Source: an optimization exercise on an open RTL-to-GDS flow (aim: small area). Production flows keep margins and buffers that such runs may drop. In this exercise RTL edits were held to simulation tests only and were not proved equivalent to the original. No activity file was given, so power comes from the tool's default toggle rates.

$ cat design/flow/design.v
module puls_gen(CLK, RST_N, KEY, PULS);
	input CLK;
	input RST_N;
	input KEY;
	output PULS;
	reg delay_KEY;
	always @(posedge CLK) begin
		if(!RST_N) begin
			delay_KEY <= 1'b1;
		end else begin
			delay_KEY <= KEY;
		end
	end
	assign PULS = ({delay_KEY, KEY} == 2'b10) ? 1'b0 : 1'b1;
endmodule
module dec_7seg(IN, OUT);
	input [3:0] IN;
	output [6:0] OUT;
	function [6:0] dec;
		input [3:0] data;
		case (data)
			4'h0: dec = 7'b1000000;
			4'h1: dec = 7'b1111001;
			4'h2: dec = 7'b0100100;
			4'h3: dec = 7'b0110000;
			4'h4: dec = 7'b0011001;
			4'h5: dec = 7'b0010010;
			4'h6: dec = 7'b0000010;
			4'h7: dec = 7'b1011000;
			4'h8: dec = 7'b0000000;
			4'h9: dec = 7'b0010000;
			4'ha: dec = 7'b0001000;
			4'hb: dec = 7'b0000011;
			4'hc: dec = 7'b1000110;
			4'hd: dec = 7'b0100001;
			4'he: dec = 7'b0000110;
			4'hf: dec = 7'b0001110;
			default: dec = 7'b1111111;
		endcase
	endfunction
	assign OUT = dec(IN);
endmodule
module bin2dec(BIN, DEC1, DEC0);
	input [6:0] BIN;
	output [3:0] DEC1, DEC0;
	assign DEC1 = (BIN >= 7'd90) ? 4'h9 : 
				  (BIN >= 7'd80) ? 4'h8 : 
				  (BIN >= 7'd70) ? 4'h7 : 
				  (BIN >= 7'd60) ? 4'h6 : 
				  (BIN >= 7'd50) ? 4'h5 : 
				  (BIN >= 7'd40) ? 4'h4 : 
				  (BIN >= 7'd30) ? 4'h3 : 
				  (BIN >= 7'd20) ? 4'h2 : 
				  (BIN >= 7'd10) ? 4'h1 : 4'h0;
	assign DEC0 = (BIN >= 7'd90) ? BIN - 7'd90 : 
				  (BIN >= 7'd80) ? BIN - 7'd80 : 
				  (BIN >= 7'd70) ? BIN - 7'd70 : 
				  (BIN >= 7'd60) ? BIN - 7'd60 : 
				  (BIN >= 7'd50) ? BIN - 7'd50 : 
				  (BIN >= 7'd40) ? BIN - 7'd40 : 
				  (BIN >= 7'd30) ? BIN - 7'd30 : 
				  (BIN >= 7'd20) ? BIN - 7'd20 : 
				  (BIN >= 7'd10) ? BIN - 7'd10 : BIN;
endmodule
module game(CLK, DEBUG, CHANGE, STOP, ENTER, RESET, LEDR, LEDG, HEX7, HEX6, HEX5, HEX4, HEX3, HEX2, HEX1, HEX0);
	input CLK, DEBUG;
	input CHANGE, STOP, ENTER, RESET;
	output [17:0] LEDR;
	output [8:0] LEDG;
	output [6:0] HEX7, HEX6, HEX5, HEX4, HEX3, HEX2, HEX1, HEX0;
	reg [1:0] state;
	reg [17:0] ledr;
	reg lr;
	reg [25:0] counter;
	reg [25:0] counter2;
	reg [4:0] count_sec;
	reg [6:0] count_10msec;
	reg [31:0] speed;
	wire change, enter, stop;
	wire [3:0] sec_10, sec_1, msec_10, msec_1;
	parameter cnt_speed = 5000;
	parameter cnt_1sec = 100;
	parameter cnt_10msec = 500;
	parameter speed_step = 15;
	puls_gen puls_change(CLK, RESET, CHANGE, change);
	puls_gen puls_enter(CLK, RESET, ENTER, enter);
	puls_gen puls_stop(CLK, RESET, STOP, stop);
	always @(posedge CLK) begin
		if(!RESET) begin
			ledr <= 0;
			lr <= 0;
			state <= 2'd0;
			counter <= 0;
			counter2 <= 0;
			count_sec <= 0;
			count_10msec <= 0;
			speed <= 0;
		end else begin
			if (state == 2'd0) begin
				state <= (!enter)? 2'd1 : 2'd0; 
				ledr <= {1'b1, 7'b0, 1'b1, 8'b0, 1'b1};
				speed <= cnt_speed;
			end
			if (state == 2'd1) begin
				if (counter >= speed - 1) begin
					ledr[16:1] <= (lr)? {ledr[15:1], ledr[16]} : {ledr[1], ledr[16:2]};  
					speed <= speed - speed_step;
					counter <= 0;
				end else begin
					counter <= counter + 1;
				end
				if(counter2 >= cnt_10msec - 1'b1) begin
					count_10msec <= count_10msec + 7'd1;
					counter2 <= 0; 
					if (count_10msec >= cnt_1sec - 1'b1) begin
						count_sec <= count_sec + 5'd1;
						count_10msec <= 0;
					end
				end else begin
					counter2 <= counter2 + 1'b1;
				end
				state <= (ledr[1] == 1 || ledr[16] == 1)? 2'd3 : (!stop)? 2'd2 : 2'd1;
				lr <= (!change)? ~lr : lr;
			end
			if (state == 2'd2) begin
				state <= (!stop)? 2'd1 : 2'd2;
			end
			if (state == 2'd3) begin
				state <= (!RESET)? 2'd0 : 2'd3;
			end
		end
	end
	assign LEDR = ledr;
	assign LEDG = 9'd0;
	assign HEX6 = 7'h7f;
	assign HEX5 = 7'h7f;
	assign HEX4 = 7'h7f;
	bin2dec sec({2'b0, count_sec}, sec_10, sec_1);
	bin2dec msec(count_10msec, msec_10, msec_1);
	dec_7seg dec_state({2'b0, state}, HEX7);
	dec_7seg HEX_sec_10(sec_10, HEX3);
	dec_7seg HEX_sec_1(sec_1, HEX2);
	dec_7seg HEX_msec_10(msec_10, HEX1);
	dec_7seg HEX_msec_1(msec_1, HEX0);
endmodule			
$ cat design/flow/run.sh
#!/bin/bash
# synth_recipe.tcl (not shown) runs the flow's synth.tcl, then flattens the netlist and writes it again
# the make line also repeats each setting of config.mk as NAME=value (left out here)
make -C /OpenROAD-flow-scripts/flow DESIGN_CONFIG=/design/flow/config.mk WORK_HOME=/design/flow/orfs CLKGATE_MAP_FILE= SYNTH_SCRIPT=/design/flow/synth_recipe.tcl finish
$ cat design/flow/config.mk
export PLATFORM = sky130hd
export DESIGN_NAME = game
export DESIGN_NICKNAME = game
export VERILOG_FILES = /design/flow/design.v
export SDC_FILE = /design/flow/constraint.sdc
export NUM_CORES = 4
export LEC_CHECK = 0
export CAP_MARGIN = 20
export CORE_MARGIN = 2
export CORE_UTILIZATION = 40
export SLEW_MARGIN = 20
$ cat design/flow/constraint.sdc
create_clock -name core_clock -period 10.0 [get_ports {CLK}]
set_input_delay 2.0000 -clock core_clock [delete_from_list [all_inputs] [get_ports {CLK}]]
set_output_delay 2.0000 -clock core_clock [all_outputs]
set_load 0.01 [all_outputs]
==> impl_metrics.env <==
export IMPL_finalSetupViolCount=0
export IMPL_finalWorstPathRequiredPeriod_ns=6.82
export IMPL_timing_slew_headroom_pct=38.1
export IMPL_grt_first_pass_wirelength_mm=33.1
export IMPL_place_detailed_hpwl_mm=13.7
export IMPL_layout_cells_most_common_list="136 x sky130_fd_sc_hd__nor2_1, 124 x sky130_fd_sc_hd__dfxtp_1, 93 x sky130_fd_sc_hd__nand2_1, 62 x sky130_fd_sc_hd__ha_1, 55 x sky130_fd_sc_hd__clkdlybuf4s50_1"
export IMPL_antennaDiodeCount=0
export IMPL_ctsHtreeMaxLevel=4
export IMPL_post_synth_top_area_fraction_pct=29.1
export IMPL_ctsHoldBuffers=0
export IMPL_route_antenna_remaining_nets=0
export IMPL_synth_top_cell_by_area="sky130_fd_sc_hd__dfxtp_1"
export IMPL_worst_clock_skew_ns=0.0122
export IMPL_cp_required_ns=8.00
export IMPL_total_overflow_reported_by_the_global_router=0
export IMPL_clock_insertion_delay_worst_skew_ns=0.42
export IMPL_reg2reg_slack_ns=4.78
export IMPL_synth_area_top_cells="sky130_fd_sc_hd__dfxtp_1 29%, sky130_fd_sc_hd__ha_1 9.1%, sky130_fd_sc_hd__nor2_1 6.0%"
export IMPL_ctsLongestPathBuffers=2
export IMPL_final_cell_count_no_fill=1378
export IMPL_maximum_number_of_pins_on_one_net_before_global_route_repair=36
export IMPL_design_core_area_sq_um=21000
export IMPL_placement_io_buffers=55
export IMPL_fin_nets=1158
export IMPL_synth_ff_latch_count=124
export IMPL_mostFrequentLayoutCell="sky130_fd_sc_hd__nor2_1"
export IMPL_worst_ir_drop_vdd_v=0.000109
export IMPL_synth_enable_flop_cells=0
export IMPL_clock_fmax_ghz=0.147
export IMPL_tritoncts_clock_tree="done"
export IMPL_drc=0
export IMPL_synth_main_ff_cell="sky130_fd_sc_hd__dfxtp_1"
export IMPL_path_class="reg2out"
export IMPL_cts_num_sinks=124
export IMPL_register_area_share_after_synthesis_pct=29.1
export IMPL_clk_root_buffer_cell="sky130_fd_sc_hd__clkbuf_16"
export IMPL_cell_with_the_largest_stage_delay_on_the_worst_path="sky130_fd_sc_hd__dfxtp_1"
export IMPL_hold_path_class="reg2reg"
export IMPL_total_wirelength_of_the_detailed_routed_design_mm=19.7
export IMPL_worstPathMaxFanout=18
export IMPL_die_x_um=150
export IMPL_synth_compound_area_share_pct=15.8
export IMPL_area_growth_pct=13.1
export IMPL_fin_tns_setup_ns=0
export IMPL_postCtsSetupBuffers=0
export IMPL_outcome="timing/DRC/antenna clean"
export IMPL_period_share_pct=68.2
export IMPL_path_delay_family="compound AO/OA/AOI/OAI gates"
export IMPL_end_kind="primary output"
export IMPL_combinational_family_with_the_most_area_after_synthesis="simple AND/OR/NAND/NOR gates"
export IMPL_critical_path_arrival_ns=4.82
export IMPL_layout_drive_gt1_share_pct=6.35
export IMPL_synth_mux_area_fraction_pct=3.81
export IMPL_yosysWarningCount=3
export IMPL_routabilityCongestion=0.846
export IMPL_cts_buffers_inserted=17
export IMPL_clkTransAtPathRegs_ns=0.06
export IMPL_vias_after_detailed_routing=7339
export IMPL_crit_path_start_kind="register"
export IMPL_yosysUniqueCellTypes=70
export IMPL_unrepaired_setup_endpoints_after_global_routing="false"
export IMPL_worstPathCellList="inv_1 > ha_1 > nor3b_1 > o31a_1 > or3_1 > o221a_2 > o21ai_0 > xnor2_1 > inv_1 > ha_1 > mux2i_1 > a22o_1 > clkdlybuf4s50_1"
export IMPL_timing_critical_path_buf_inv=3
export IMPL_floorplan_io_pins=89
export IMPL_placed_instances=1346
export IMPL_synth_area_per_cell_sq_um=7.93
export IMPL_avg_vias_per_cell=5.33
export IMPL_post_synth_and_or_nand_nor_area_fraction_pct=25.7
export IMPL_drt_pre_antenna_iters=5
export IMPL_synthAdderAreaFrac_pct=9.10
export IMPL_detailedRoute_firstIterationViolations=429
export IMPL_grt_usage_pct=17.8
export IMPL_filler_cell_count=2112
export IMPL_hold_violations=0
export IMPL_drt_wirelength_per_cell_um=14.3
export IMPL_worst_slew_pin_slew_ns=0.928
export IMPL_power_per_cell_area_nw_per_um2=129
export IMPL_std_cell_rows=53
export IMPL_first_global_vias=6777
export IMPL_cap_viol_max_count=0
export IMPL_die_y_um=150
export IMPL_initial_core_util_pct=40.7
export IMPL_synth_xor_area_share_pct=8.42
export IMPL_post_synth_inst_count=1076
export IMPL_synth_async_sr_flop_share_pct=0
export IMPL_slew_violations=0
export IMPL_post_cts_resize_count=0
export IMPL_number_of_antenna_violations_at_the_first_check_in_global_routing=0
export IMPL_die_area_sq_um=22500
export IMPL_max_stage_delay_ns=0.68
export IMPL_power_static_leakage_nw=3.73
export IMPL_synth_cell_area_sq_um=8530
[metal layers]
layer,up-vias,wire (um),GRT usage [%]
met5,-,0,0
met4,0,255,5.24
met3,17,718,3.35
met2,151,9060,29.0
met1,3374,9670,23.9
li1,3797,-,-
[synthesized netlist by cell type, drive strengths merged, types with 18 or more instances]
cell type	instances
a21oi	35
a31oi	18
buf	51
clkbuf	49
dfxtp	124
ha	62
inv	34
mux2i	19
nand2	93
nand3	52
nand4	27
nor2	136
nor3	29
o21ai	35
xnor2	41
xor2	41
[logic make-up after synthesis]
group	Yosys count
AO/OA/AOI/OAI	193
XOR/XNOR	82
adder cells (fa/ha/maj)	62
buffers and inverters	136
flip-flops	124
multiplexers	31
other	2
AND/OR/NAND/NOR	446
[state kept, by name (all words and copies together), names as in the netlist]
name,flops
HEX7,5
count_10msec,7
count_sec,5
counter,26
counter2,26
ledr,17
lr,1
puls_change.delay_KEY,1
puls_enter.delay_KEY,1
puls_stop.delay_KEY,1
speed,32
state,2
[worst paths after layout]
kind	from	endpoint	depth (start not counted)
worst min register to register	speed[29]	speed[29]	2
worst max register to register	speed[0]	counter[22]	17
worst min-delay path	speed[29]	speed[29]	2
worst max-delay path	count_10msec[3]	HEX0[1]	13
[layout make-up]
type,count,area [sq um],area share [%]
Multi-Input combinational cell,846,5490,56.9
Sequential cell,124,2480,25.7
Timing Repair Buffer,65,626,6.48
Clock buffer,19,433,4.49
Tap cell,275,344,3.57
Clock inverter,13,143,1.48
Inverter,36,135,1.40
[tightest hold or removal path, delay by kind of cell (launching register included)]
| kind | cells | cell delay (ns) |
|---|---|---|
| AOI/OAI and AO/OA | 1 | 0.05 |
| DFF | 1 | 0.32 |
| and+or+nand+nor | 1 | 0.05 |
[metrics by stage]
stage / hold slack [ns] / power, mW / worst slack (ns) / instance area (sq um) / util [%]
detailed placement: 0.438 / 0.649 / 3.62 / 9070 / 43.3
finish: 0.454 / 1.24 / 3.18 / 9650 / 46.0
floorplan: 0.417 / 0.621 / 4.78 / 8640 / -
global placement: 0.431 / 0.648 / 3.64 / 9070 / 43.3
global route: 0.477 / 1.30 / 2.81 / 9650 / 46.0
CTS: 0.452 / 1.26 / 3.16 / 9650 / 46.0
[report_power, final]
| part | total, mW | internal, mW | switching [mW] |
|---|---|---|---|
| sequential | 0.517 | 0.502 | 0.0144 |
| combinational | 0.123 | 0.0459 | 0.0766 |
| clock | 0.603 | 0.368 | 0.235 |

-- what the ideal ports hide --
The results above use ideal ports. As a check the final layout listed here was re-extracted and re-timed, cells and wires unchanged.
Step 1: set_driving_cell puts a clkbuf_16 on CLK and a buf_2 on each other input, an assumption about the parent block.
Step 2 moves the port delays by t, midway between the first and last clock arrival at a register: inputs arrive t later, outputs are due t later. That takes back most of the time a late clock gives input paths.
Slacks: ideal / step 1 / step 2; pairs: ideal / step 1.
t (ns): 0.457
slack for setup (ns): 3.179 / 3.131 / 3.588
worst hold slack (ns): 0.454 / 0.454 / 0.454
After both steps setup and hold are still met in this run. The setup slack of this run moves by -0.048 ns with the drivers and by +0.409 ns with both steps.
